Background: an optimization exercise with open tools, aiming at small area, a short achievable clock period and few clock cycles. Do not read the settings as production practice.
In this exercise RTL edits were held to simulation tests only and were not proved equivalent to the original.
Power figures rest on the tool's default switching activity, not on a simulated workload.

## job 8149
## milestone1
module milestone1 (
		input logic CLOCK_50_I,
		input logic resetn,
		output logic SRAM_we_n,
		output logic [17:0] SRAM_address,
		output logic [15:0] SRAM_write_data,
		input logic [15:0] SRAM_read_data,
		input logic M1_enable,
		output logic M1_finish
);
clock: 14.0 ns
lec_check: 0
cap_margin: 20
core_margin: 2
core_utilization: 60
cts_cluster_diameter: 100
cts_cluster_size: 25
place_density: 0.75
slew_margin: 20
synth_hierarchical: 1
synth_minimum_keep_size: 0
tns_end_percent: 10
standard.sh (not shown) runs the stock make flow with config.mk's settings and CLKGATE_MAP_FILE= SYNTH_SCRIPT=/design/flow/synth_recipe.tcl, a recipe that flattens the netlist after the stock synthesis.
==> flow/flow/run.sh <==
#!/bin/bash
# Standard layout, with repair_timing asked for extra setup margin so that the
# optimiser works on paths well inside the design's clock period.
# Each step's full output goes to a log file of its own in this folder.
set -euo pipefail
MARGIN=${MARGIN:-10.3}
bash standard.sh synth > synth.log 2>&1
bash standard.sh SETUP_SLACK_MARGIN=$MARGIN finish > layout.log 2>&1
Job 8149 finished all stages; the layout is clean.
Testbench counts of job 8149, summed over its fixed seeds: cycles 1,536,240.
--- input diff job 8149..job 3803 ---
-- flow/config.mk --
<<< job 8149, line 10
export CORE_UTILIZATION = 60
export CTS_CLUSTER_DIAMETER = 100
export CTS_CLUSTER_SIZE = 25
export PLACE_DENSITY = 0.75
>>> job 3803, line 10
export CORE_UTILIZATION = 60
export CTS_CLUSTER_DIAMETER = 80
export CTS_CLUSTER_SIZE = 30
export PLACE_DENSITY = 0.75
<<< job 8149, line 16
export SYNTH_MINIMUM_KEEP_SIZE = 0
export TNS_END_PERCENT = 10
>>> job 3803, line 16
export SYNTH_MINIMUM_KEEP_SIZE = 0
### Flow results
- Job 8149 and job 3803 all finish clean.
- Re total cell area at the placement stage: no difference whatsoever between job 8149 and job 3803.
- Between job 8149 and job 3803, met2 wire length is lower for job 3803, job 8149 comes in above that.
- On job 3803: total routed wire length on the met1 layer is 1.6% lower than what job 8149 gave.
- Delta(clock network power share, job 3803 - job 8149) > 0
- Longest individual stage delay on the worst path: job 8149 and job 3803 compared, lower one is job 8149
- Cell count delta for job 3803 relative to job 8149: 52 lower
- Relative to job 8149, job 3803 degrades hold slack.
- Looking at number of clock buffers inserted by TritonCTS, job 3803 sits 3 above job 8149.
Edits applied to the flow inputs when going from job 3803 to job 2787:
-- flow/config.mk --
<<< job 3803, line 9
export CORE_MARGIN = 2
export CORE_UTILIZATION = 60
export CTS_CLUSTER_DIAMETER = 80
export CTS_CLUSTER_SIZE = 30
export PLACE_DENSITY = 0.75
export SLEW_MARGIN = 20
>>> job 2787, line 9
export CORE_MARGIN = 2
export CORE_UTILIZATION = 40
export CTS_CLUSTER_DIAMETER = 100
export CTS_CLUSTER_SIZE = 25
export PLACE_DENSITY = 0.6
export SLEW_MARGIN = 20
==> comparison <==
- On footprint of the multi-input gates, job 3803 and job 2787 are neck and neck.
- Going from job 3803 to job 2787, the share of final layout cell area taken by clock buffers and inverters was found to have gone down by 0.75 points.
- Power consumption: lower on job 2787
- Relative to job 3803, post-route non-filler standard cell count has increased by 279 in job 2787.
Setup changes, job 2787 to job 2380
==> flow/run.sh (new file) <==
#!/bin/bash
# synth_recipe.tcl (not shown) runs the flow's synth.tcl, then flattens the netlist and writes it again
# the make line also repeats each setting of config.mk as NAME=value (left out here)
make -C /OpenROAD-flow-scripts/flow DESIGN_CONFIG=/design/flow/config.mk WORK_HOME=/design/flow/orfs CLKGATE_MAP_FILE= SYNTH_SCRIPT=/design/flow/synth_recipe.tcl finish
-- flow/config.mk --
<<< job 2787, line 9
export CORE_MARGIN = 2
export CORE_UTILIZATION = 40
export CTS_CLUSTER_DIAMETER = 100
export CTS_CLUSTER_SIZE = 25
export PLACE_DENSITY = 0.6
export SLEW_MARGIN = 20
>>> job 2380, line 9
export CORE_MARGIN = 2
export CORE_UTILIZATION = 60
export CTS_CLUSTER_DIAMETER = 100
export CTS_CLUSTER_SIZE = 25
export PLACE_DENSITY = 0.75
export SLEW_MARGIN = 20
removed: flow/flow/run.sh
removed: flow/standard.sh
## What came out
Re global-route usage: job 2787 and job 2380 aren't equal, and the higher value belongs to job 2380. Job 2380 ends up with lower number of buffers added for setup after CTS than job 2787 does. Job 2380 finished every step from synthesis to the final layout, and the layout passed the timing, design-rule and antenna checks. Comparing job 2787 and job 2380, the lower last weighted congestion value of the routability-driven placer was measured on job 2787. Job 2380 improves on job 2787 in HPWL reported at the end of detailed placement. After detailed routing, job 2787 needs more wire than job 2380. Job 2380 vs job 2787 — critical path depth rose 1.


Another version of the RTL of milestone1 (not shown whole).
For scale: ~0.023 mm^2 of cells after synthesis.
// milestone1
module milestone1 (
		input logic CLOCK_50_I,
		input logic resetn,
		output logic SRAM_we_n,
		output logic [17:0] SRAM_address,
		output logic [15:0] SRAM_write_data,
		input logic [15:0] SRAM_read_data,
		input logic M1_enable,
		output logic M1_finish
);
localparam logic [17:0] U_OFFSET = 18'd38400,
	  V_OFFSET = 18'd57600,
	  RGB_OFFSET = 18'd146944;
logic        run;
logic        p0, p1, p2, p3, p4;    
logic        wr_ok;                 
logic [7:0]  m;                     
logic [15:0] yaddr;                 
logic [17:0] waddr;
logic        par;                   
logic [14:0] uvw;                   
assign par = yaddr[0];
assign uvw = yaddr[15:1] + 15'd2;
logic [7:0]  qu [0:5];
logic [7:0]  qv [0:5];
logic [7:0]  ulb;
logic [15:0] vb;
logic [7:0]  ylo, ysel_r;
logic [8:0]  s1r, s2r, s3r;         
logic [8:0]  fha, fhb;              
logic        fhc;                   
logic [22:0] ytr;                   
logic [8:0]  pur, pvr;              
logic [7:0]  b0;
logic [10:0] tra, trb, tga, tgb, tba, tbb;    
logic        trc, tgc, tbc;         
logic [7:0] w0, w1, w2, w3, w4, w5;
assign w0 = p2 ? qv[0] : qu[0];
assign w1 = p2 ? qv[1] : qu[1];
assign w2 = p2 ? qv[2] : qu[2];
assign w3 = p2 ? qv[3] : qu[3];
assign w4 = p2 ? qv[4] : qu[4];
assign w5 = p2 ? qv[5] : qu[5];
logic m0, m1, m157, m158, m159;
assign m0 = (m == 8'd0);
assign m1 = (m == 8'd1);
assign m157 = (m == 8'd157);
assign m158 = (m == 8'd158);
assign m159 = (m == 8'd159);
logic [7:0] fa, fb, fc, fd, fe, ff;
always_comb begin
	fc = w2;
	fa = m0 ? w2 : m1 ? w1 : w0;
	fb = m0 ? w2 : w1;
	fd = m159 ? w2 : w3;
	fe = m159 ? w2 : m158 ? w3 : w4;
	ff = m159 ? w2 : m158 ? w3 : m157 ? w4 : w5;
end
wire fsum_w1 = ~s1r[7];
wire fsum_w2 = s1r[7];
wire fsum_w3, fsum_w4;
m1_ha fsum_w3_ha (.a(s1r[8]), .b(s1r[6]), .s(fsum_w3), .co(fsum_w4));
wire fsum_w5, fsum_w6;
m1_ha fsum_w5_ha (.a(s1r[5]), .b(s1r[3]), .s(fsum_w5), .co(fsum_w6));
wire fsum_w7 = ~(s1r[6] ^ s1r[4]);
wire fsum_w8 = s1r[6] | s1r[4];
  ...
Settings: LEC_CHECK=0, CAP_MARGIN=20, CORE_MARGIN=2, CORE_UTILIZATION=40, CTS_CLUSTER_DIAMETER=150, CTS_CLUSTER_SIZE=30, PLACE_DENSITY=0.6, SLEW_MARGIN=20, SYNTH_HIERARCHICAL=1, SYNTH_MINIMUM_KEEP_SIZE=0; clock period 14.0 ns.
==> flow/flow/run.sh <==
#!/bin/bash
# Standard layout, with repair_timing asked for extra setup margin so that the
# optimiser works on paths well inside the design's clock period.
# Each step's full output goes to a log file of its own in this folder.
set -euo pipefail
MARGIN=${MARGIN:-10}
bash standard.sh synth > synth.log 2>&1
bash standard.sh SETUP_SLACK_MARGIN=$MARGIN finish > layout.log 2>&1
Testbench counts at the start, summed over its fixed seeds: cycles 1,536,240.
Next try:
--- a/flow/flow/run.sh
+++ b/flow/flow/run.sh
@@ -4,5 +4,5 @@
 # Each step's full output goes to a log file of its own in this folder.
 set -euo pipefail
-MARGIN=${MARGIN:-10}
+MARGIN=${MARGIN:-11}
 bash standard.sh synth > synth.log 2>&1
 bash standard.sh SETUP_SLACK_MARGIN=$MARGIN finish > layout.log 2>&1
CTS_CLUSTER_DIAMETER = not set   (was 150)
CTS_CLUSTER_SIZE = not set   (was 30)
Outcome: Utilization goes up by 5.8 points; count of clock-buffer cells in the layout goes up by 33; via count goes up by 7.7%; worst setup slack loses 6.8 ps; hold slack loses 17 ps; final cell count goes up by 7.2%.
Next try:
--- a/flow/flow/run.sh
+++ b/flow/flow/run.sh
@@ -4,5 +4,5 @@
 # Each step's full output goes to a log file of its own in this folder.
 set -euo pipefail
-MARGIN=${MARGIN:-11}
+MARGIN=${MARGIN:-10}
 bash standard.sh synth > synth.log 2>&1
 bash standard.sh SETUP_SLACK_MARGIN=$MARGIN finish > layout.log 2>&1
CTS_CLUSTER_DIAMETER = 120   (was not set)
CTS_CLUSTER_SIZE = 20   (was not set)
The new run finished with timing, DRC and antenna clean.
Non-clock buffer count is lower by 143.
First-iteration DRC count is higher by 2.7%.
Die area stays the same.
Area after synthesis does not change.
Worst hold slack hardly moves.
Via count is lower by 6.7%.
Clock power is lower by 40%.
Maximum frequency is higher by 0.44%.
Routed wire length is lower by 7.6%.
Next try:
CTS_CLUSTER_DIAMETER = 100   (was 120)
CTS_CLUSTER_SIZE = 25   (was 20)
Effect: Count of clock-buffer cells in the layout falls by 7. Wire length falls slightly. Flip-flop and latch count stays the same. Total power falls by a few percent. Design area is about the same.


== build 17 ==
RTL: one of the versions met above, not the one the previous note started from.
Size in the first run: ~1800 cells after synthesis, roughly 360 flip-flops, roughly 55 I/O pins, roughly 23000 um^2 of cells after synthesis.
==> flow/config.mk <==
export PLATFORM = sky130hd
export DESIGN_NAME = milestone1
export DESIGN_NICKNAME = milestone1
export VERILOG_FILES = /design/flow/design.v
export SDC_FILE = /design/flow/constraint.sdc
export NUM_CORES = 4
export LEC_CHECK = 0
export CAP_MARGIN = 20
export CORE_MARGIN = 2
export CORE_UTILIZATION = 60
export CTS_BUF_LIST = sky130_fd_sc_hd__clkbuf_8
export CTS_CLUSTER_DIAMETER = 60
export CTS_CLUSTER_SIZE = 16
export PLACE_DENSITY = 0.75
export SLEW_MARGIN = 20
export SYNTH_HIERARCHICAL = 1
export SYNTH_MINIMUM_KEEP_SIZE = 0
==> flow/constraint.sdc <==
create_clock -name core_clock -period 14.0 [get_ports {CLOCK_50_I}]
set_input_delay 2.8000 -clock core_clock [delete_from_list [all_inputs] [get_ports {CLOCK_50_I}]]
set_output_delay 2.8000 -clock core_clock [all_outputs]
set_load 0.01 [all_outputs]
==> flow/flow/run.sh <==
#!/bin/bash
# Standard layout, with repair_timing asked for extra setup margin so that the
# optimiser works on paths well inside the design's clock period.
# Each step's full output goes to a log file of its own in this folder.
set -euo pipefail
MARGIN=${MARGIN:-10.3}
bash standard.sh synth > synth.log 2>&1
bash standard.sh SETUP_SLACK_MARGIN=$MARGIN finish > layout.log 2>&1
Testbench counts of build 17, summed over its fixed seeds: cycles 1,536,240.
--- input diff build 17..build 82 ---
diff --git a/flow/config.mk b/flow/config.mk
--- a/flow/config.mk
+++ b/flow/config.mk
@@ -10,5 +10,4 @@
-export CORE_UTILIZATION = 60
-export CTS_BUF_LIST = sky130_fd_sc_hd__clkbuf_8
-export CTS_CLUSTER_DIAMETER = 60
-export CTS_CLUSTER_SIZE = 16
-export PLACE_DENSITY = 0.75
+export CORE_UTILIZATION = 50
+export CTS_CLUSTER_DIAMETER = 100
+export CTS_CLUSTER_SIZE = 25
+export PLACE_DENSITY = 0.7
==> comparison <==
- Between build 17 and build 82, the time the worst path needs with I/O delays and setup is lower for build 82.
- On area growth from synthesis to layout, build 82 tracks build 17 almost exactly.
- [compare] base=build 17 new=build 82: register fraction of the total cell area essentially unchanged, register-to-register slack went up, sequential power roughly the same.
- On first-iteration DRC count, build 17 and build 82 are basically level.
- Between build 17 and build 82, post-layout total power is lower for build 82, build 17 comes in above that.
- Both conditions hold for build 82: the flow ran to the end and the final layout passed the timing, design-rule and antenna checks.
Changes in build 65 relative to build 82:
diff --git a/flow/config.mk b/flow/config.mk
--- a/flow/config.mk
+++ b/flow/config.mk
@@ -10 +10 @@
-export CORE_UTILIZATION = 50
+export CORE_UTILIZATION = 60
@@ -13 +13 @@
-export PLACE_DENSITY = 0.7
+export PLACE_DENSITY = 0.75
--- outcome ---
Comparing build 65 against build 82, there is no change at all in fraction of the mapped netlist area in compound gates. Comparing build 65 and build 82, the lower tap cell count was measured on build 65. Diff build 82 -> build 65: power per standard cell area ~0 delta, placement-stage cell area saw a decrease. Build 65 vs. build 82: overall fraction of global-route tracks in use went up by 4.6 points. Re shortest period the worst path allows: build 82 was higher than build 65.

[separate check: timing with driven ports]
In the flow no input, the clock included, has a driving cell. The finished layouts below were timed again as built, in two steps. Step 1 assumes that a clkbuf_16 drives the clock port and a buf_2 every other input. Step 2 adds t to the input delays and takes it off the output delays; t is the mean of the earliest and latest rising clock arrival at the registers after step 1. Input paths then give back, and output paths get back, about the clock's delay inside the block. Three values: ideal ports, drivers, drivers and shift; two values: the first two.
| run | t, ns | setup slack, ns | cell pins on the clock port's net |
|---|---|---|---|
| job 8149 | 0.581 | 10.118 / 10.067 / 10.143 | 1 |
| job 3803 | 0.613 | 10.093 / 10.037 / 10.163 | 1 |
| job 2787 | 0.613 | 10.074 / 10.016 / 10.118 | 1 |
| job 2380 | 0.591 | 9.706 / 9.645 / 9.765 | 1 |
| the first run of note 2 | 0.613 | 9.995 / 9.935 / 10.205 | 1 |
| the second run of note 2 | 0.644 | 9.988 / 9.926 / 10.392 | 1 |
| the third run of note 2 | 0.618 | 10.006 / 9.948 / 10.189 | 1 |
| the fourth run of note 2 | 0.602 | 10.014 / 9.954 / 10.207 | 1 |
| build 17 | 0.663 | 10.039 / 9.989 / 10.145 | 1 |
| build 82 | 0.599 | 10.108 / 10.053 / 10.154 | 1 |
| build 65 | 0.581 | 10.127 / 10.073 / 10.148 | 1 |
After both steps setup and hold are still met in every run listed.
